This is an optimization exercise on Yosys and OpenROAD, whose aim is small area, a short achievable clock period and few clock cycles, not a production implementation.
Function was checked by simulation only, so behaviour that the tests miss may differ from the original.
Power and IR drop assume default switching activity.

<file path="flow/design.v">
module bits_top(
   pready,
   prdata,
   pslverr,
   imem_ceb,
   imem_web,
   imem_addr,
   smem_ceb,
   smem_web,
   smem_addr,
   smem_wdata,
   clk,
   resetB,
   paddr,
   psel,
   penable,
   pwrite,
   pwdata,
  imem_rdata,
  smem_rdata
);
output       pready;
output[31:0] prdata;
output       pslverr;
output       imem_ceb;
output       imem_web;
output[9:0]  imem_addr;
output       smem_ceb;
output       smem_web;
output[13:0] smem_addr;
output[95:0] smem_wdata;
input        clk;
input        resetB;
input[7:2]   paddr;
input        psel;
input        penable;
input        pwrite;
input[31:0]  pwdata;
input[31:0]  imem_rdata;
input[95:0]  smem_rdata;
wire       start;
wire[15:0] expectedBytes;
wire done_reading_memory;
wire[127:0] instruction_word;
wire[15:0] instruction_valid_bytes;
wire done;
wire[63:0] bits_value;
wire[15:0] version_sum;
wire[15:0] bit_counter;
wire       mem_req_b;
wire       mem_ack_b;
bits_regs bits_regs(
    .pready (pready),
    .prdata (prdata),
    .pslverr(pslverr),
    .expected_bytes(expectedBytes),
    .start(start),
    .clk (clk),
    .resetB (resetB),
    .paddr (paddr[7:2]),
    .psel (psel),
    .penable (penable),
    .pwrite (pwrite),
    .pwdata (pwdata),
    .done (done),
    .bits_value (bits_value),
    .bits_enable (1'b0),
    .version_sum(version_sum),
    .bit_counter(bit_counter)
);
imem_controller imem_controller(
    .imem_ceb (imem_ceb),
    .imem_web (imem_web),
    .imem_addr (imem_addr),
    .done_reading_memory (done_reading_memory),
    .instruction_word (instruction_word),
    .instruction_valid_bytes(instruction_valid_bytes),
    .mem_ack_b (mem_ack_b),
    .clk (clk),
    .resetB (resetB),
    .imem_rdata (imem_rdata),
    .mem_req_b (mem_req_b),
    .expectedBytes (expectedBytes)
);
bits_core bits_core(
    .smem_ceb (smem_ceb),
    .smem_web (smem_web),
    .smem_addr (smem_addr),
    .smem_wdata (smem_wdata),
    .mem_req_b (mem_req_b),
    .done (done),
    .version_sum (version_sum),
    .bits_value (bits_value),
    .bit_counter(bit_counter),
    .clk (clk),
    .resetB (resetB),
    .smem_rdata (smem_rdata),
    .instruction_word (instruction_word),
    .instruction_byte_valid (instruction_valid_bytes),
    .done_reading_memory (done_reading_memory),
    .mem_ack_b (mem_ack_b),
    .start (start),
    .expectedBytes (expectedBytes)
);
endmodule
module bits_core(
    smem_ceb,
    smem_web,
    smem_addr,
    smem_wdata,
    mem_req_b,
    done,
    version_sum,
    bits_value,
    bit_counter,
    clk,
    resetB,
    smem_rdata,
    instruction_word,
    instruction_byte_valid,
    done_reading_memory,
    mem_ack_b,
    start,
    expectedBytes
);
output       smem_ceb;
output       smem_web;
output[13:0] smem_addr;
output[95:0] smem_wdata;
output       mem_req_b;
output       done;
output[15:0] version_sum;
output[63:0] bits_value;
output[15:0] bit_counter;
input        clk;
input        resetB;
input[95:0]  smem_rdata;
input[127:0] instruction_word;
input[15:0]  instruction_byte_valid;
input        done_reading_memory;
input        mem_ack_b;
input        start;
input[15:0]  expectedBytes;
wire[63:0]   number;
wire[6:0]    bitsToShift;
wire[79:0]   encoded_number;
wire         decode_number;
wire[15:0]   validNibbles;
wire [4:0]   instruction_process;
wire mem_req_b;
wire mem_ack_b;
wire[255:0] instruction_cache_word;
wire space_available;
bits_fsm bits_fsm(
   .smem_ceb (smem_ceb),
   .smem_web (smem_web),
   .smem_addr (smem_addr),
   .smem_wdata (smem_wdata),
   .mem_req_b (mem_req_b),
   .done    (done),
   .bits_value (bits_value),
   .version_sum (version_sum),
   .encoded_number (encoded_number),
   .decodeNumber (decode_number),
   .instruction_process (instruction_process),
   .clk (clk),
   .resetB (resetB),
   .instruction_word(instruction_word),
   .instruction_byte_valid(instruction_byte_valid),
   .done_reading_memory(done_reading_memory),
   .start(start),
   .instruction_cache_word(instruction_cache_word),
   .space_available(space_available),
   .mem_ack_b (mem_ack_b),
    .smem_rdata (smem_rdata),
   .decodedNumber(number),
   .validNibbles(validNibbles)
);
bits_instruction_cache bits_instruction_cache(
   .instruction_cache (instruction_cache_word),
   .space_available (space_available),
   .bit_counter (bit_counter),
   .clk (clk),
   .resetB(resetB),
   .mem_req_b (mem_req_b),
   .mem_ack_b (mem_ack_b),
   .instruction_word (instruction_word),
   .valid_bytes (instruction_byte_valid),
   .instruction_process (instruction_process)
);
number_top number_decoder(
     .number          (number),
     .validNibbles    (validNibbles),
     .clk             (clk),
     .resetB          (resetB),
     .enable          (decode_number),
     .numberFromBits  (encoded_number)
);
endmodule
module bits_fsm(
   smem_ceb,
   smem_web,
   smem_addr,
   smem_wdata,
   mem_req_b,
   done,
   bits_value,
   version_sum,
   encoded_number,
   decodeNumber,
   instruction_process,
   clk,
   resetB,
   smem_rdata,
   instruction_word,
   instruction_byte_valid,
   done_reading_memory,
   mem_ack_b,
   instruction_cache_word,
   space_available,
   start,
   decodedNumber,
   validNibbles
);
output       smem_ceb;
output       smem_web;
output[13:0] smem_addr;
output[95:0] smem_wdata;
output       mem_req_b;
output       done;
output[63:0] bits_value;
output[15:0] version_sum;
output[4:0]  instruction_process;
output[79:0] encoded_number;
output       decodeNumber;
input        clk;
input        resetB;
input        start;
input[95:0]  smem_rdata;
input[127:0] instruction_word;
input[15:0]  instruction_byte_valid;
input        done_reading_memory;
input        mem_ack_b;
input[255:0] instruction_cache_word;
input        space_available;
input[63:0]  decodedNumber;
input[15:0]  validNibbles;
reg smem_ceb;
reg smem_web;
reg[13:0] smem_addr;
reg[95:0] smem_wdata;
reg done;
reg[63:0] bits_value;
reg[15:0] version_sum;
reg[79:0] encoded_number;
reg       decodeNumber;
reg smem_ceb_next;
reg smem_web_next;
reg[13:0] smem_addr_next;
reg[95:0] smem_wdata_next;
reg done_next;
reg[63:0] bits_value_next;
reg[15:0] version_sum_next;
reg[79:0] encoded_number_next;
reg       decodeNumber_next;
reg       done_reading_memory_reg;
reg [3:0] state;
reg [3:0] state_next;
reg [4:0] instruction_process;
reg [4:0] instruction_process_next;
reg mem_req_b_next;
reg mem_req_b;
parameter IDLE = 4'h0;
parameter REQ_MEM = 4'h1;
parameter MEM_ACK = 4'h2;
parameter PROCESS_INSTR = 4'h3;
parameter PUSH_TO_STACK = 4'h4;
parameter PUSH_LITERAL_TO_STACK = 4'h8;
parameter PUSH_LTS_UPDATE_ADDR = 4'h9;
parameter PUSH_OP0_TO_STACK = 4'ha;
parameter PUSH_OP1_TO_STACK = 4'hb;
parameter POP_FROM_STACK = 4'h5;
parameter PROCESS_STACK = 4'h6;
parameter DONE = 4'h7;
wire [2:0] version_sum_current;
wire [2:0] packet_type;
wire       literal_packet;
wire       operator_packet_type;
wire       stack_is_empty;
wire[3:0]  validNibbleCount;
reg        operator_packet_type_reg;
reg        operator_packet_type_next;
wire       instruction_cache_empty;
reg [14:0] parent_packet_id;
reg [14:0] this_packet_id;
reg [14:0] parent_packet_id_next;
reg [14:0] this_packet_id_next;
reg        literal_packet_reg;
reg        literal_packet_reg_next;
assign     instruction_cache_empty = instruction_cache_word == 256'h0;
assign version_sum_current = instruction_cache_word[255:253];
assign packet_type = instruction_cache_word[252:250];
assign operator_packet_type = instruction_cache_word[249];
assign literal_packet = (packet_type == 3'b100);
assign stack_is_empty = (smem_addr == 14'h0);
assign validNibbleCount = validNibbles[0] + validNibbles[1] + validNibbles[2] + validNibbles[3] +
    validNibbles[4] + validNibbles[5] + validNibbles[6] + validNibbles[7] + validNibbles[8] + validNibbles[9] +
    validNibbles[10] + validNibbles[11] + validNibbles[12] + validNibbles[13] + validNibbles[14] +
    validNibbles[15] + 4'hf;
always @(*)
  begin
     bits_value_next = bits_value;
     done_next = done;
     state_next = state;
     mem_req_b_next = 1'b1;
     version_sum_next = version_sum;
     encoded_number_next = instruction_cache_word[249:170];
     decodeNumber_next = 1'b0;
     smem_addr_next = smem_addr;
     smem_ceb_next = smem_ceb;
     smem_web_next = smem_web;
     smem_wdata_next = smem_wdata;
     instruction_process_next = 5'h1f;
     this_packet_id_next = this_packet_id;
     parent_packet_id_next = parent_packet_id;
     literal_packet_reg_next = literal_packet_reg;
     operator_packet_type_next = operator_packet_type_reg;
     case(state)
        IDLE:
          begin
            if (start) begin
               mem_req_b_next = 1'b0;
               state_next = REQ_MEM;
            end
          end
        REQ_MEM:
          begin
            if (!mem_ack_b) begin
               mem_req_b_next = 1'b1;
               state_next = MEM_ACK;
            end
            else begin
              mem_req_b_next = 1'b0;
              state_next = REQ_MEM;
            end
          end
        MEM_ACK:
          begin
             if (done_reading_memory_reg || !space_available) begin
                state_next = PROCESS_INSTR;
             end else begin
                state_next = REQ_MEM;
                mem_req_b_next = 1'b0;
             end
          end
        PROCESS_INSTR:
          begin
             version_sum_next = version_sum + version_sum_current;
             if (literal_packet) begin
                literal_packet_reg_next = 1'b1;
                decodeNumber_next = 1'b1;
                state_next = PUSH_TO_STACK;
                instruction_process_next = {1'b0,validNibbleCount};
             end else begin
                literal_packet_reg_next = 1'b0;
                operator_packet_type_next = operator_packet_type;
                instruction_process_next = {1'b1,3'b000,operator_packet_type};
                operator_packet_type_next = operator_packet_type;
                state_next = PUSH_TO_STACK;
             end
          end
        PUSH_TO_STACK:
          begin
            if (literal_packet_reg) begin
              state_next = PUSH_LITERAL_TO_STACK;
            end
            else if (instruction_cache_empty) begin
              state_next = POP_FROM_STACK;
            end else begin
              if (operator_packet_type_reg) begin
                state_next = PUSH_OP1_TO_STACK;
              end else begin
                state_next = PUSH_OP0_TO_STACK;
              end
            end
          end
        PUSH_LITERAL_TO_STACK:
          begin
             state_next = PUSH_LTS_UPDATE_ADDR;
             smem_wdata_next={2'b10,parent_packet_id,this_packet_id,decodedNumber};
             smem_ceb_next = 1'b0;
             smem_web_next = 1'b0;
          end
        PUSH_OP0_TO_STACK:
          begin
             state_next = PUSH_LTS_UPDATE_ADDR;
             smem_wdata_next={2'b00,parent_packet_id,this_packet_id,operator_packet_type_reg,61'b0};
             smem_ceb_next = 1'b0;
             smem_web_next = 1'b0;
          end
        PUSH_OP1_TO_STACK:
          begin
             state_next = PUSH_LTS_UPDATE_ADDR;
             smem_wdata_next={2'b00,parent_packet_id,this_packet_id,operator_packet_type_reg,61'b0};
             smem_ceb_next = 1'b0;
             smem_web_next = 1'b0;
          end
        PUSH_LTS_UPDATE_ADDR:
          begin
            if (instruction_cache_empty) begin
              state_next = POP_FROM_STACK;
            end else if (space_available & ~done_reading_memory_reg) begin
              smem_addr_next = smem_addr + 15'h0001;
              state_next = REQ_MEM;
              mem_req_b_next = 1'b0;
            end else begin
              smem_addr_next = smem_addr + 15'h0001;
              state_next = PROCESS_INSTR;
            end
            smem_ceb_next = 1'b1;
            smem_web_next = 1'b1;
          end
        POP_FROM_STACK:
          begin
          state_next = PROCESS_STACK;
          end
        PROCESS_STACK:
          begin
            state_next = DONE;
          end
        DONE:
          begin
             state_next = DONE;
             done_next = 1'b1;
          end
     endcase
  end
always @(posedge clk or negedge resetB)
  begin
    if (~resetB) begin
       smem_ceb <= 1'b1;
       smem_web <= 1'b1;
       smem_addr <= 14'h0;
       smem_wdata <= 95'h0;
       done <= 1'b0;
       bits_value <= 64'h0;
       version_sum <= 16'h0;
       encoded_number <= 80'h0;
       decodeNumber <= 1'b0;
       state <= IDLE;
       mem_req_b <= 1'b1;
       done_reading_memory_reg <= 1'b0;
       instruction_process <= 5'h1f;
       parent_packet_id <= 15'h0;
       this_packet_id <= 15'h0;
       literal_packet_reg <= 1'b0;
       operator_packet_type_reg <= 1'b0;
    end
    else begin
       smem_ceb <= smem_ceb_next;
       smem_web <= smem_web_next;
       smem_addr <= smem_addr_next;
       smem_wdata <= smem_wdata_next;
       done <= done_next;
       bits_value <= bits_value_next;
       version_sum <= version_sum_next;
       encoded_number <= encoded_number_next;
       decodeNumber <= decodeNumber_next;
       state <= state_next;
       mem_req_b <= mem_req_b_next;
       done_reading_memory_reg <= done_reading_memory || done_reading_memory_reg;
       instruction_process <= instruction_process_next;
       parent_packet_id <= parent_packet_id_next;
       this_packet_id <= this_packet_id_next;
       literal_packet_reg <= literal_packet_reg_next;
       operator_packet_type_reg <= operator_packet_type_next;
    end
  end
endmodule
module bits_regs(
    pready,
    prdata,
    pslverr,
    expected_bytes,
    start,
    clk,
    resetB,
    paddr,
    psel,
    penable,
    pwrite,
    pwdata,
    done,
    bits_value,
    bits_enable,
    version_sum,
    bit_counter
);
output       pready;
output[31:0] prdata;
output       pslverr;
output[15:0] expected_bytes;
output       start;
input        clk;
input        resetB;
input[7:2]   paddr;
input        psel;
input        penable;
input        pwrite;
input[31:0]  pwdata;
input        done;
input[63:0]  bits_value;
input        bits_enable;
input[15:0]  version_sum;
input[15:0]  bit_counter;
reg          start;
reg[15:0]    expected_bytes;
reg          done_latched;
reg[15:0]    version_sum_latched;
reg[63:0]    bits_value_latched;
reg[31:0]    prdata;
wire write_cycle;
wire read_cycle;
wire pready;
wire pslverr;
assign pready = 1'b1;   
assign pslverr = 1'b0;   
assign write_cycle = psel & penable & pwrite;
assign read_cycle = psel & penable & ~pwrite;
always @(*)
  begin
     prdata = 31'h0;
     case(paddr)
        6'h00 :
           begin
             prdata = {23'h0,done,8'h0};
           end
        6'h01 :
           begin
             prdata = {16'h0,expected_bytes};
           end
        6'h02 :
           begin
              prdata = {16'h0,version_sum_latched};
           end
        6'h03 :
           begin
              prdata = {16'h0,bit_counter};
           end
        6'h04 :
           begin
              prdata = bits_value_latched[63:32];
           end
        6'h05 :
           begin
              prdata = bits_value_latched[31:0];
           end
     endcase
  end
always @(posedge clk or negedge resetB)
  begin
     if (~resetB)
       begin
          start <= 1'b0;
          expected_bytes <= 16'h0;
       end
     else
       begin
         if (pwrite & (paddr[7:2] == 6'h00))
           begin
              start <= pwdata[0];
           end
         else if (pwrite & (paddr[7:2] == 6'h01))
           begin
              expected_bytes <= pwdata[15:0];
           end
         else
           begin
             start <= 1'b0;
           end
       end
  end
always @(posedge clk or negedge resetB)
  begin
     if (~resetB)
       begin
          done_latched <= 1'b0;
          version_sum_latched <= 16'h0;
          bits_value_latched <= 64'h0;
       end
     else
       begin
         if (start)
           begin
             done_latched <= 1'b0;
             version_sum_latched <= 16'h0;
             bits_value_latched <= 64'h0;
           end
         else if (done)
           begin
             done_latched <= 1'b1;
             version_sum_latched <= version_sum;
             bits_value_latched <= bits_value;
           end
       end
  end
endmodule
module bits_instruction_cache(
   instruction_cache,
   space_available,
   bit_counter,
   clk,
   resetB,
   mem_req_b,
   mem_ack_b,
   instruction_word,
   valid_bytes,
   instruction_process
);
output [255:0] instruction_cache;
output         space_available;
output [15:0]  bit_counter;
input          clk;
input          resetB;
input          mem_req_b;
input          mem_ack_b;
input[127:0]   instruction_word;
input[15:0]    valid_bytes;
input [4:0]    instruction_process;
reg[255:0]     instruction_cache;
reg[255:0]     instruction_cache_next;
reg [2:0]      state;
reg [2:0]      state_next;
reg [8:0]      instruction_size;
reg [8:0]      instruction_size_next;
reg [15:0]     bit_counter;
reg [15:0]     bit_counter_next;
wire           space_available;
parameter IDLE = 3'b000;
assign         space_available = (instruction_size <= 8'h80);
reg[4:0] instruction_size_read;
wire [7:0]   insert_at = instruction_size[8:7] != 2'b00 ? 8'd128 : {1'b0, instruction_size[6:0]};
wire [255:0] insert_mask = ~({256{1'b1}} >> insert_at);
wire [255:0] insert_word = {instruction_word, 128'h0} >> insert_at;
always @(*)
  begin
     instruction_size_read = valid_bytes[15] + valid_bytes[14] + valid_bytes[13] + valid_bytes[12] +
        valid_bytes[11] + valid_bytes[10] + valid_bytes[9] + valid_bytes[8] + valid_bytes[7] +
        valid_bytes[6] + valid_bytes[5] + valid_bytes[4] + valid_bytes[3] + valid_bytes[2] +
        valid_bytes[1] + valid_bytes[0];
  end
always @(*)
  begin
     instruction_cache_next = instruction_cache;
     instruction_size_next = instruction_size;
     bit_counter_next = bit_counter;
     if (instruction_process < 5'h12) begin
        case (instruction_process)
           5'h00 :
             begin
               instruction_cache_next = {instruction_cache[244:0],11'h0};
               instruction_size_next = instruction_size - 8'h0b;
               bit_counter_next = bit_counter + 16'h000b;
             end
           5'h01 :
             begin
               instruction_cache_next = {instruction_cache[239:0],16'h0};
               instruction_size_next = instruction_size - 8'h10;
               bit_counter_next = bit_counter + 16'h0010;
             end
           5'h02 :
             begin
               instruction_cache_next = {instruction_cache[234:0],21'h0};
               instruction_size_next = instruction_size - 8'h15;
               bit_counter_next = bit_counter + 16'h0015;
             end
           5'h03 :
             begin
               instruction_cache_next = {instruction_cache[229:0],26'h0};
               instruction_size_next = instruction_size - 8'h1a;
               bit_counter_next = bit_counter + 16'h001a;
             end
           5'h04 :
             begin
               instruction_cache_next = {instruction_cache[224:0],31'h0};
               instruction_size_next = instruction_size - 8'h1f;
               bit_counter_next = bit_counter + 16'h001f;
             end
           5'h05 :
             begin
               instruction_cache_next = {instruction_cache[219:0],36'h0};
               instruction_size_next = instruction_size - 8'h24;
               bit_counter_next = bit_counter + 16'h0024;
             end
           5'h06 :
             begin
               instruction_cache_next = {instruction_cache[214:0],41'h0};
               instruction_size_next = instruction_size - 8'h29;
               bit_counter_next = bit_counter + 16'h0029;
             end
           5'h07 :
             begin
               instruction_cache_next = {instruction_cache[209:0],46'h0};
               instruction_size_next = instruction_size - 8'h2e;
               bit_counter_next = bit_counter + 16'h002e;
             end
           5'h08 :
             begin
               instruction_cache_next = {instruction_cache[204:0],51'h0};
               instruction_size_next = instruction_size - 8'h33;
               bit_counter_next = bit_counter + 16'h0033;
             end
           5'h09 :
             begin
               instruction_cache_next = {instruction_cache[199:0],56'h0};
               instruction_size_next = instruction_size - 8'h38;
               bit_counter_next = bit_counter + 16'h0038;
             end
           5'h0a :
             begin
               instruction_cache_next = {instruction_cache[194:0],61'h0};
               instruction_size_next = instruction_size - 8'h3d;
               bit_counter_next = bit_counter + 16'h003d;
             end
           5'h0b :
             begin
               instruction_cache_next = {instruction_cache[189:0],66'h0};
               instruction_size_next = instruction_size - 8'h42;
               bit_counter_next = bit_counter + 16'h0042;
             end
           5'h0c :
             begin
               instruction_cache_next = {instruction_cache[184:0],71'h0};
               instruction_size_next = instruction_size - 8'h47;
               bit_counter_next = bit_counter + 16'h0047;
             end
           5'h0d :
             begin
               instruction_cache_next = {instruction_cache[179:0],76'h0};
               instruction_size_next = instruction_size - 8'h4c;
               bit_counter_next = bit_counter + 16'h004c;
             end
           5'h0e :
             begin
               instruction_cache_next = {instruction_cache[174:0],81'h0};
               instruction_size_next = instruction_size - 8'h51;
               bit_counter_next = bit_counter + 16'h0051;
             end
           5'h0f :
             begin
               instruction_cache_next = {instruction_cache[169:0],86'h0};
               instruction_size_next = instruction_size - 8'h56;
               bit_counter_next = bit_counter + 16'h0056;
             end
           5'h10 :
             begin
               instruction_cache_next = {instruction_cache[233:0],22'h0};
               instruction_size_next = instruction_size - 8'h16;
               bit_counter_next = bit_counter + 16'h0016;
             end
           5'h11 :
             begin
               instruction_cache_next = {instruction_cache[237:0],18'h0};
               instruction_size_next = instruction_size - 8'h12;
               bit_counter_next = bit_counter + 16'h0012;
             end
        endcase
     end
     else if (!mem_req_b & !mem_ack_b) begin
        instruction_cache_next = (instruction_cache & insert_mask) | insert_word;
        instruction_size_next = instruction_size + {instruction_size_read[4:0],3'b000};
     end
  end
always @(posedge clk or negedge resetB)
  begin
    if (~resetB) begin
       instruction_cache <= 256'h0;
       state <= IDLE;
       instruction_size <= 9'h000;
       bit_counter <= 16'h0;
    end
    else begin
       instruction_cache <= instruction_cache_next;
       state <= state_next;
       instruction_size <= instruction_size_next;
       bit_counter <= bit_counter_next;
    end
  end
endmodule
module imem_controller(
    imem_ceb,
    imem_web,
    imem_addr,
    done_reading_memory,
    instruction_word,
    instruction_valid_bytes,
    mem_ack_b,
    clk,
    resetB,
    imem_rdata,
    mem_req_b,
    expectedBytes
);
output        imem_ceb;
output        imem_web;
output[9:0]   imem_addr;
output        done_reading_memory;
output[127:0] instruction_word;
output[15:0]  instruction_valid_bytes;
output        mem_ack_b;
input         clk;
input         resetB;
input[31:0]   imem_rdata;
input         mem_req_b;
input[15:0]   expectedBytes;
reg[127:0]   instruction_word;
reg[15:0]    instruction_valid_bytes;
reg[16:0]    byteCounter;
reg[3:0]     state;
reg[127:0]   instruction_word_next;
reg[3:0]     state_next;
reg[16:0]    byteCounter_next;
reg          imem_ceb;
reg          imem_web;
reg[9:0]     imem_addr;
reg          imem_ceb_next;
reg          imem_web_next;
reg[9:0]     imem_addr_next;
reg          mem_ack_b;
reg          mem_ack_b_next;
reg          done_reading_memory;
reg          done_reading_memory_next;
reg[15:0]    instruction_valid_bytes_next;
parameter IDLE       = 4'b0000;
parameter READ_WAIT  = 4'b0001;
parameter READ_INST0 = 4'b0010;
parameter READ_INST1 = 4'b0011;
parameter READ_INST2 = 4'b0100;
parameter READ_INST3 = 4'b0101;
parameter FINISH_RD  = 4'b0110;
parameter DONE     = 4'b1111;
always @(*)
begin
  state_next = state;
  imem_ceb_next = 1'b1;
  imem_web_next = 1'b1;
  imem_addr_next = imem_addr;
  byteCounter_next = byteCounter;
  instruction_word_next = instruction_word;
  done_reading_memory_next = 1'b0;
  mem_ack_b_next = 1'b1;
  instruction_valid_bytes_next = instruction_valid_bytes;
  case (state)
     IDLE:
       begin
          if (~mem_req_b) begin
             state_next = READ_WAIT;
             imem_ceb_next = 1'b0;
             imem_web_next = 1'b1;
             imem_addr_next = imem_addr;
          end
       end
     READ_WAIT:
       begin
          state_next = READ_INST0;
          if (byteCounter < expectedBytes) begin
             state_next = READ_INST0;
             imem_ceb_next = 1'b0;
             imem_web_next = 1'b1;
             imem_addr_next = imem_addr + 10'h1;
             byteCounter_next = byteCounter + 16'h0004;
          end
       end
     READ_INST0:
       begin
          if (byteCounter < expectedBytes) begin
             state_next = READ_INST1;
             imem_ceb_next = 1'b0;
             imem_web_next = 1'b1;
             imem_addr_next = imem_addr + 10'h1;
             byteCounter_next = byteCounter + 16'h0004;
          end
          else begin
             state_next = DONE;
             done_reading_memory_next = 1'b1;
             mem_ack_b_next = 1'b0;
          end
          instruction_word_next[127:96] = imem_rdata;
          instruction_valid_bytes_next[15:12] = 4'hf;
       end
     READ_INST1:
       begin
          if (byteCounter < expectedBytes) begin
             state_next = READ_INST2;
             imem_ceb_next = 1'b0;
             imem_web_next = 1'b1;
             imem_addr_next = imem_addr + 10'h1;
             byteCounter_next = byteCounter + 16'h0004;
          end
          else begin
             state_next = DONE;
             done_reading_memory_next = 1'b1;
             mem_ack_b_next = 1'b0;
          end
          instruction_word_next[95:64] = imem_rdata;
          instruction_valid_bytes_next[11:8] = 4'hf;
       end
     READ_INST2:
       begin
          if (byteCounter < expectedBytes) begin
             state_next = READ_INST3;
             imem_ceb_next = 1'b1;
             imem_web_next = 1'b1;
             imem_addr_next = imem_addr + 10'h1;
             byteCounter_next = byteCounter + 16'h0004;
          end
          else begin
             state_next = DONE;
             done_reading_memory_next = 1'b1;
             mem_ack_b_next = 1'b0;
          end
          instruction_word_next[63:32] = imem_rdata;
          instruction_valid_bytes_next[7:4] = 4'hf;
       end
     READ_INST3:
       begin
          if (byteCounter < expectedBytes) begin
             state_next = FINISH_RD;
             mem_ack_b_next = 1'b0;
          end
          else begin
             state_next = DONE;
             done_reading_memory_next = 1'b1;
             mem_ack_b_next = 1'b0;
          end
          instruction_word_next[31:0] = imem_rdata;
          instruction_valid_bytes_next[3:0] = 4'hf;
       end
     FINISH_RD:
       begin
          if (byteCounter < expectedBytes) begin
             state_next = READ_INST1;
             imem_ceb_next = 1'b1;
             imem_web_next = 1'b1;
             state_next = IDLE;
          end
          else begin
             state_next = DONE;
             done_reading_memory_next = 1'b1;
             mem_ack_b_next = 1'b0;
          end
       end
     endcase
end
always @(posedge clk or negedge resetB)
begin
  if (~resetB)
    begin
       state <= IDLE;
       byteCounter <= 16'h0;
       imem_ceb <= 1'b1;
       imem_web <= 1'b1;
       imem_addr <= 10'h0;
       instruction_word <= 128'h0;
       done_reading_memory <= 1'b0;
       instruction_valid_bytes <= 16'h0;
    end
    else begin
       state <= state_next;
       byteCounter <= byteCounter_next;
       imem_ceb <= imem_ceb_next;
       imem_web <= imem_web_next;
       imem_addr <= imem_addr_next;
       instruction_word <= instruction_word_next;
       done_reading_memory <= done_reading_memory_next;
       mem_ack_b <= mem_ack_b_next;
       instruction_valid_bytes <= instruction_valid_bytes_next;
    end
end
endmodule
module number_top(
     number,
     validNibbles,
     clk,
     resetB,
     enable,
     numberFromBits
);
output [63:0] number;
output [15:0] validNibbles;
input clk;
input resetB;
input enable;
input [79:0] numberFromBits;
wire[15:0] nibbleChain;
wire[63:0] data;
wire[6:0] bitsToShift;
assign validNibbles = {nibbleChain[14:0],1'b1};
number_brian number_brian(
   .number (number),
   .bitsToShift(bitsToShift),
   .clk (clk),
   .resetB (resetB),
   .enable (enable),
   .validNibbles ({nibbleChain,1'b1}),
   .inputNumber (data)
);
number_decoder number_decoder_nibble15(
    .next_nibble_valid (nibbleChain[0]),
    .nibble(data[63:60]),
    .code(numberFromBits[79:75]),
    .this_nibble_valid(1'b1)
);
number_decoder number_decoder_nibble14(
    .next_nibble_valid (nibbleChain[1]),
    .nibble(data[59:56]),
    .code(numberFromBits[74:70]),
    .this_nibble_valid(nibbleChain[0])
);
number_decoder number_decoder_nibble13(
    .next_nibble_valid (nibbleChain[2]),
    .nibble(data[55:52]),
    .code(numberFromBits[69:65]),
    .this_nibble_valid(nibbleChain[1])
);
number_decoder number_decoder_nibble12(
    .next_nibble_valid (nibbleChain[3]),
    .nibble(data[51:48]),
    .code(numberFromBits[64:60]),
    .this_nibble_valid(nibbleChain[2])
);
number_decoder number_decoder_nibble11(
    .next_nibble_valid (nibbleChain[4]),
    .nibble(data[47:44]),
    .code(numberFromBits[59:55]),
    .this_nibble_valid(nibbleChain[3])
);
number_decoder number_decoder_nibble10(
    .next_nibble_valid (nibbleChain[5]),
    .nibble(data[43:40]),
    .code(numberFromBits[54:50]),
    .this_nibble_valid(nibbleChain[4])
);
number_decoder number_decoder_nibble09(
    .next_nibble_valid (nibbleChain[6]),
    .nibble(data[39:36]),
    .code(numberFromBits[49:45]),
    .this_nibble_valid(nibbleChain[5])
);
number_decoder number_decoder_nibble08(
    .next_nibble_valid (nibbleChain[7]),
    .nibble(data[35:32]),
    .code(numberFromBits[44:40]),
    .this_nibble_valid(nibbleChain[6])
);
number_decoder number_decoder_nibble07(
    .next_nibble_valid (nibbleChain[8]),
    .nibble(data[31:28]),
    .code(numberFromBits[39:35]),
    .this_nibble_valid(nibbleChain[7])
);
number_decoder number_decoder_nibble06(
    .next_nibble_valid (nibbleChain[9]),
    .nibble(data[27:24]),
    .code(numberFromBits[34:30]),
    .this_nibble_valid(nibbleChain[8])
);
number_decoder number_decoder_nibble05(
    .next_nibble_valid (nibbleChain[10]),
    .nibble(data[23:20]),
    .code(numberFromBits[29:25]),
    .this_nibble_valid(nibbleChain[9])
);
number_decoder number_decoder_nibble04(
    .next_nibble_valid (nibbleChain[11]),
    .nibble(data[19:16]),
    .code(numberFromBits[24:20]),
    .this_nibble_valid(nibbleChain[10])
);
number_decoder number_decoder_nibble3(
    .next_nibble_valid (nibbleChain[12]),
    .nibble(data[15:12]),
    .code(numberFromBits[19:15]),
    .this_nibble_valid(nibbleChain[11])
);
number_decoder number_decoder_nibble02(
    .next_nibble_valid (nibbleChain[13]),
    .nibble(data[11:8]),
    .code(numberFromBits[14:10]),
    .this_nibble_valid(nibbleChain[12])
);
number_decoder number_decoder_nibble01(
    .next_nibble_valid (nibbleChain[14]),
    .nibble(data[7:4]),
    .code(numberFromBits[9:5]),
    .this_nibble_valid(nibbleChain[13])
);
number_decoder number_decoder_nibble00(
    .next_nibble_valid (nibbleChain[15]),
    .nibble(data[3:0]),
    .code(numberFromBits[4:0]),
    .this_nibble_valid(nibbleChain[14])
);
endmodule
module number_brian(
   number,
   bitsToShift,
   clk,
   resetB,
   enable,
   validNibbles,
   inputNumber
);
output [63:0] number;
output [6:0] bitsToShift;
input clk;
input resetB;
input enable;
input [16:0] validNibbles;
input [63:0] inputNumber;
wire [63:0] oneNibbleEnabled;
wire [63:0] twoNibblesEnabled;
wire [63:0] threeNibblesEnabled;
wire [63:0] fourNibblesEnabled;
wire [63:0] fiveNibblesEnabled;
wire [63:0] sixNibblesEnabled;
wire [63:0] sevenNibblesEnabled;
wire [63:0] eightNibblesEnabled;
wire [63:0] nineNibblesEnabled;
wire [63:0] tenNibblesEnabled;
wire [63:0] elevenNibblesEnabled;
wire [63:0] twelveNibblesEnabled;
wire [63:0] thirteenNibblesEnabled;
wire [63:0] fourteenNibblesEnabled;
wire [63:0] fifteenNibblesEnabled;
wire [63:0] sixteenNibblesEnabled;
reg [63:0] dataNext;
reg[63:0] number;
reg [6:0] bitsToShift;
reg [6:0] bitsToShiftNext;
assign oneNibbleEnabled = {60'h0,inputNumber[63:60]};
assign twoNibblesEnabled = {56'h0,inputNumber[63:56]};
assign threeNibblesEnabled = {52'h0,inputNumber[63:52]};
assign fourNibblesEnabled = {48'h0,inputNumber[63:48]};
assign fiveNibblesEnabled = {44'h0,inputNumber[63:44]};
assign sixNibblesEnabled = {40'h0,inputNumber[63:40]};
assign sevenNibblesEnabled = {36'h0,inputNumber[63:36]};
assign eightNibblesEnabled = {32'h0,inputNumber[63:32]};
assign nineNibblesEnabled = {28'h0,inputNumber[63:28]};
assign tenNibblesEnabled = {24'h0,inputNumber[63:24]};
assign elevenNibblesEnabled = {20'h0,inputNumber[63:20]};
assign twelveNibblesEnabled = {16'h0,inputNumber[63:16]};
assign thirteenNibblesEnabled = {12'h0,inputNumber[63:12]};
assign fourteenNibblesEnabled = {8'h0,inputNumber[63:8]};
assign fifteenNibblesEnabled = {4'h0,inputNumber[63:4]};
assign sixteenNibblesEnabled = inputNumber[63:0];
always @(*)
   begin
       dataNext = oneNibbleEnabled;
       bitsToShiftNext = 7'h5;
       if (validNibbles[15]) begin
          dataNext = sixteenNibblesEnabled;
          bitsToShiftNext = 7'h50;
       end
       else if (validNibbles[14]) begin
          dataNext = fifteenNibblesEnabled;
          bitsToShiftNext = 7'h4b;
       end
       else if (validNibbles[13]) begin
          dataNext = fourteenNibblesEnabled;
          bitsToShiftNext = 7'h46;
       end
       else if (validNibbles[12]) begin
          dataNext = thirteenNibblesEnabled;
          bitsToShiftNext = 7'h41;
       end
       else if (validNibbles[11]) begin
          dataNext = twelveNibblesEnabled;
          bitsToShiftNext = 7'h3c;
       end
       else if (validNibbles[10]) begin
          dataNext = elevenNibblesEnabled;
          bitsToShiftNext = 7'h37;
       end
       else if (validNibbles[9]) begin
          dataNext = tenNibblesEnabled;
          bitsToShiftNext = 7'h32;
       end
       else if (validNibbles[8]) begin
          dataNext = nineNibblesEnabled;
          bitsToShiftNext = 7'h2D;
       end
       else if (validNibbles[7]) begin
          dataNext = eightNibblesEnabled;
          bitsToShiftNext = 7'h28;
       end
       else if (validNibbles[6]) begin
          dataNext = sevenNibblesEnabled;
          bitsToShiftNext = 7'h23;
       end
       else if (validNibbles[5]) begin
          dataNext = sixNibblesEnabled;
          bitsToShiftNext = 7'h1E;
       end
       else if (validNibbles[4]) begin
          dataNext = fiveNibblesEnabled;
          bitsToShiftNext = 7'h19;
       end
       else if (validNibbles[3]) begin
          dataNext = fourNibblesEnabled;
          bitsToShiftNext = 7'h14;
       end
       else if (validNibbles[2]) begin
          dataNext = threeNibblesEnabled;
          bitsToShiftNext = 7'h0F;
       end
       else if (validNibbles[1]) begin
          dataNext = twoNibblesEnabled;
          bitsToShiftNext = 7'h0A;
       end
       else if (validNibbles[0]) begin
          dataNext = oneNibbleEnabled;
          bitsToShiftNext = 7'h05;
       end
   end
always @(posedge clk or negedge resetB)
  begin
     if (~resetB) begin
         number <= 64'h0;
         bitsToShift <= 7'h0;
     end
     else begin
        if (enable) begin
           number <= dataNext;
           bitsToShift <= bitsToShiftNext;
        end
     end
  end
endmodule
module number_decoder(
   next_nibble_valid,
   nibble,
   code,
   this_nibble_valid
);
output next_nibble_valid;
output[3:0] nibble;
input[4:0] code;
input this_nibble_valid;
assign next_nibble_valid = code[4] & this_nibble_valid;
assign nibble = code[3:0] & {4{this_nibble_valid}};
endmodule
</file>
<file path="flow/run.sh">
#!/bin/bash
# synth_recipe.tcl (not shown) runs the flow's synth.tcl, then flattens the netlist and writes it again
# the make line also repeats each setting of config.mk as NAME=value (left out here)
make -C /OpenROAD-flow-scripts/flow DESIGN_CONFIG=/design/flow/config.mk WORK_HOME=/design/flow/orfs CLKGATE_MAP_FILE= SYNTH_SCRIPT=/design/flow/synth_recipe.tcl finish
</file>
<file path="flow/config.mk">
export PLATFORM = sky130hd
export DESIGN_NAME = bits_top
export DESIGN_NICKNAME = bits_top
export VERILOG_FILES = /design/flow/design.v
export SDC_FILE = /design/flow/constraint.sdc
export NUM_CORES = 4
export LEC_CHECK = 0
export CAP_MARGIN = 20
export CORE_MARGIN = 2
export CORE_UTILIZATION = 20
export GPL_ROUTABILITY_DRIVEN = 1
export PLACE_DENSITY = 0.25
export SLEW_MARGIN = 20
</file>
<file path="flow/constraint.sdc">
create_clock -name core_clock -period 10.0 [get_ports {clk}]
set_input_delay 2.0000 -clock core_clock [delete_from_list [all_inputs] [get_ports {clk}]]
set_output_delay 2.0000 -clock core_clock [all_outputs]
set_load 0.01 [all_outputs]
</file>
==> impl_metrics.json <==
{
  "setup_tns_ns": 0,
  "grt_max_degree": 123,
  "wire_per_inst_um": 50.0,
  "fp.dieW_um": 626,
  "synthDistinctLibCells": 109,
  "comb_power_share_pct": 54.2,
  "max_slew_margin_pct": 12.0,
  "start_util_pct": 20.1,
  "p_int_mw": 8.49,
  "dr.first_iter.drc_count": 16600,
  "path_clk_slew_ns": 0.06,
  "vias": 100000,
  "path_common_cell": "clkdlybuf4s50_1",
  "clockRootBuffer": "clkbuf_16",
  "power_switching_mw": 11.9,
  "io_buffers": 164,
  "coreArea_mm2": 0.385,
  "cts_tree": "done",
  "pwr-share-clk_pct": 21.4,
  "cts_made_buffers": 111,
  "syn2layout_area_growth_pct": 15.1,
  "worst_pin_slew_ns": 1.31,
  "gp_congestion": 0.982,
  "io_pins": 329,
  "fin_crit_ns": 6.93,
  "hold_buffers": 0,
  "cp_data_required_time_ns": 8.00,
  "crit_fanout": 18,
  "endpoint_kind": "output port",
  "critPathArrivalTime_ns": 4.93,
  "finalMaxSlewViolations": 0,
  "p_leak_nw": 31.4,
  "drt_wl_total_um": 748000,
  "ys_seq_area_share_pct": 23.7,
  "path_class": "in -> out",
  "rsz0062_at_grt": "false",
  "max_freq_mhz": 144,
  "drcViolationCount": 0,
  "finalPower_mw": 20.4,
  "clockBufferDepth": 4,
  "ys_ff_latch": 732,
  "async_flop_share_pct": 99.9,
  "insertion_delay_ns": 0.95,
  "hold_viol": 0,
  "timing.final.crit_share_pct": 69.3,
  "setup_violations": 0,
  "irDropWorstVdd_mv": 0.158,
  "largest-register": "bits_core.bits_instruction_cache.instruction_cache",
  "antenna_found_initial": 90,
  "hpwl_um": 509000,
  "min_path_type": "reg -> reg",
  "final_util_pct": 23.1,
  "cts-resized-gates": 0,
  "grt.overflow.total": 0,
  "htreeDepth": 3,
  "cp_cell_sequence": "clkdlybuf4s50_1 -> nor2b_1 -> a22oi_1 -> nor2_1 -> clkdlybuf4s50_1",
  "start_kind": "primary input",
  "seqPwrFrac_pct": 24.3,
  "final_layout_size_suffix_gt1_share_pct": 13.6,
  "viasPerCell": 6.69,
  "layout_commonest_cell": "a22oi_1",
  "die_y_um": 626,
  "synthesis.area_mm2": 0.0774,
  "firstDrtPassIters": 14,
  "cts_post_setup_buffers_inserted": 0,
  "synth_edf_count": 1,
  "largest_reg_flops": 255,
  "final_cell_mix": "a22oi_1 (1413), nand2_1 (763), dfrtp_1 (712)",
  "grt_pass1_vias": 93400,
  "num_rows": 228,
  "slowest_stage": "clkdlybuf4s50_1",
  "synthCells": 10200,
  "postSynthAreaPerCell_um2": 7.57,
  "finClkSkew_ns": 0.0723,
  "nets": 9909,
  "clock-sinks": 732,
  "yosysWarnings": 5,
  "outcome": "no timing/DRC/antenna violations",
  "grt_pass1_wl_um": 980000,
  "cap_violations": 0,
  "die-area_mm2": 0.392,
  "final_antenna_net_count": 0,
  "swShare_pct": 58.4,
  "ys.flop_type": "dfrtp_1",
  "max_stage_delay_ns": 1.04,
  "reg_top3": "bits_core.bits_instruction_cache.instruction_cache: 255 flops, imem_controller.instruction_word: 128 flops, bits_core.bits_fsm.encoded_number: 79 flops",
  "grt_use_total_pct": 36.6,
  "p_per_area_mw_per_mm2": 229
}
==> synth_stat cells (157+ instances only) <==
cell type  instances  share of area, %
a22oi_1         1413                14
clkbuf_1        1006               4.9
nand2_1          768               3.7
dfrtp_1          723                23
a21oi_1          697               4.5
nor2_1           631               3.1
o21ai_0          551               3.6
nand4_1          324               2.6
nand3_1          293               1.9
buf_2            241               1.6
mux2_2           228               3.3
buf_1            218               1.1
a22o_1           203               2.3
a221oi_1         187               2.1
o22ai_1          167               1.3
mux2i_1          162               2.1
nor3_1           157               1.0
==> power groups by stage <==
stage / clock network, mW / logic, mW / registers [mW]
global route: 4.56 / 10.8 / 5.00
global placement: 0 / 10.5 / 5.00
finish: 4.38 / 11.1 / 4.97
floorplan: 0 / 4.41 / 4.17
CTS: 4.48 / 10.5 / 4.95
detailed placement: 0 / 10.5 / 5.00
==> kinds of logic after synthesis <==
logic type	after synthesis	synth area share, %
buffers and inverters	1655	8.80
adder cells (fa/ha/maj)	82	1.49
AND/OR/NAND/NOR	2766	17.7
multiplexers	412	6.04
AO/OA/AOI/OAI	4485	41.2
XOR/XNOR	93	1.05
other	2	0.00970
flip-flops	732	23.7
==> worst paths after layout <==
| path | start | to | slack (ns) | cells after the start |
|---|---|---|---|---|
| worst min register to register | imem_controller.done_reading_memory | bits_core.bits_fsm.done_reading_memory_reg | 0.43 | 1 |
| worst min-delay path | imem_controller.done_reading_memory | bits_core.bits_fsm.done_reading_memory_reg | 0.43 | 1 |
| worst max register to register | bits_core.bits_fsm.encoded_number[64] | bits_core.bits_fsm.instruction_process[1] | 3.97 | 16 |
| worst max-delay path | paddr[2] | prdata[3] | 3.07 | 5 |
| min in group asynchronous | resetB | bits_core.bits_fsm.smem_wdata[51] | 1.03 | 1 |
| max in group asynchronous | resetB | imem_controller.byteCounter[16] | 6.73 | 3 |
==> through the flow <==
step	instance area (um^2)	worst slack (ns)	hold WS (ns)	cells
floorplan	77600	4.74	0.349	10300
global placement	85000	3.01	0.414	14700
detailed placement	85200	3.07	0.417	14700
CTS	89000	3.07	0.410	14900
global route	89100	2.87	0.434	14900
finish	89100	3.07	0.430	15000
==> layer usage <==
layer	share of wire [%]	global-route usage, %
met5	0.025	0
met4	7.1	21.2
met3	9.2	8.14
met2	43	55.2
met1	41	47.7
==> cell type report <==
type	instances	area, um^2
Fill cell	42500	296000
Multi-Input combinational cell	7888	53000
Sequential cell	732	18400
Timing Repair Buffer	805	6940
Tap cell	5175	6470
Clock buffer	152	3200
Clock inverter	49	603
Inverter	118	453
Antenna cell	40	100
==> critical path: cells and delay by family <==
| kind | cells | cell delay, ns |
|---|---|---|
| simple gates | 2 | 1.09 |
| buf+inv | 2 | 1.62 |
| compound gates | 1 | 0.21 |
Testbench counts, summed over its fixed seeds: cycles 50,576.

## re-timing with driven ports
In the flow no input, the clock included, has a driving cell. The finished layout below was timed again as built, in two steps. Step 1 (the two cells are an assumption about what drives the block):
set clk [get_ports {clk}]
set_driving_cell -lib_cell sky130_fd_sc_hd__clkbuf_16 $clk
set_driving_cell -lib_cell sky130_fd_sc_hd__buf_2 [delete_from_list [all_inputs] $clk]
Step 2 also shifts input and output timing later by t, the mid clock arrival at the registers, as if the neighbouring blocks saw the same clock. a / b / c = ideal / step 1 / step 2; a / b = the first two.
shift t [ns]: 1.029
slack for setup (ns): 3.070 / 3.044 / 3.044
worst register clock-pin slew, ns: 0.09 / 0.09
worst slew at a driven data input, ns: 0.10
After both steps setup and hold are still met in this run. The setup slack of this run moves by -0.026 ns with the drivers and by -0.026 ns with both steps.
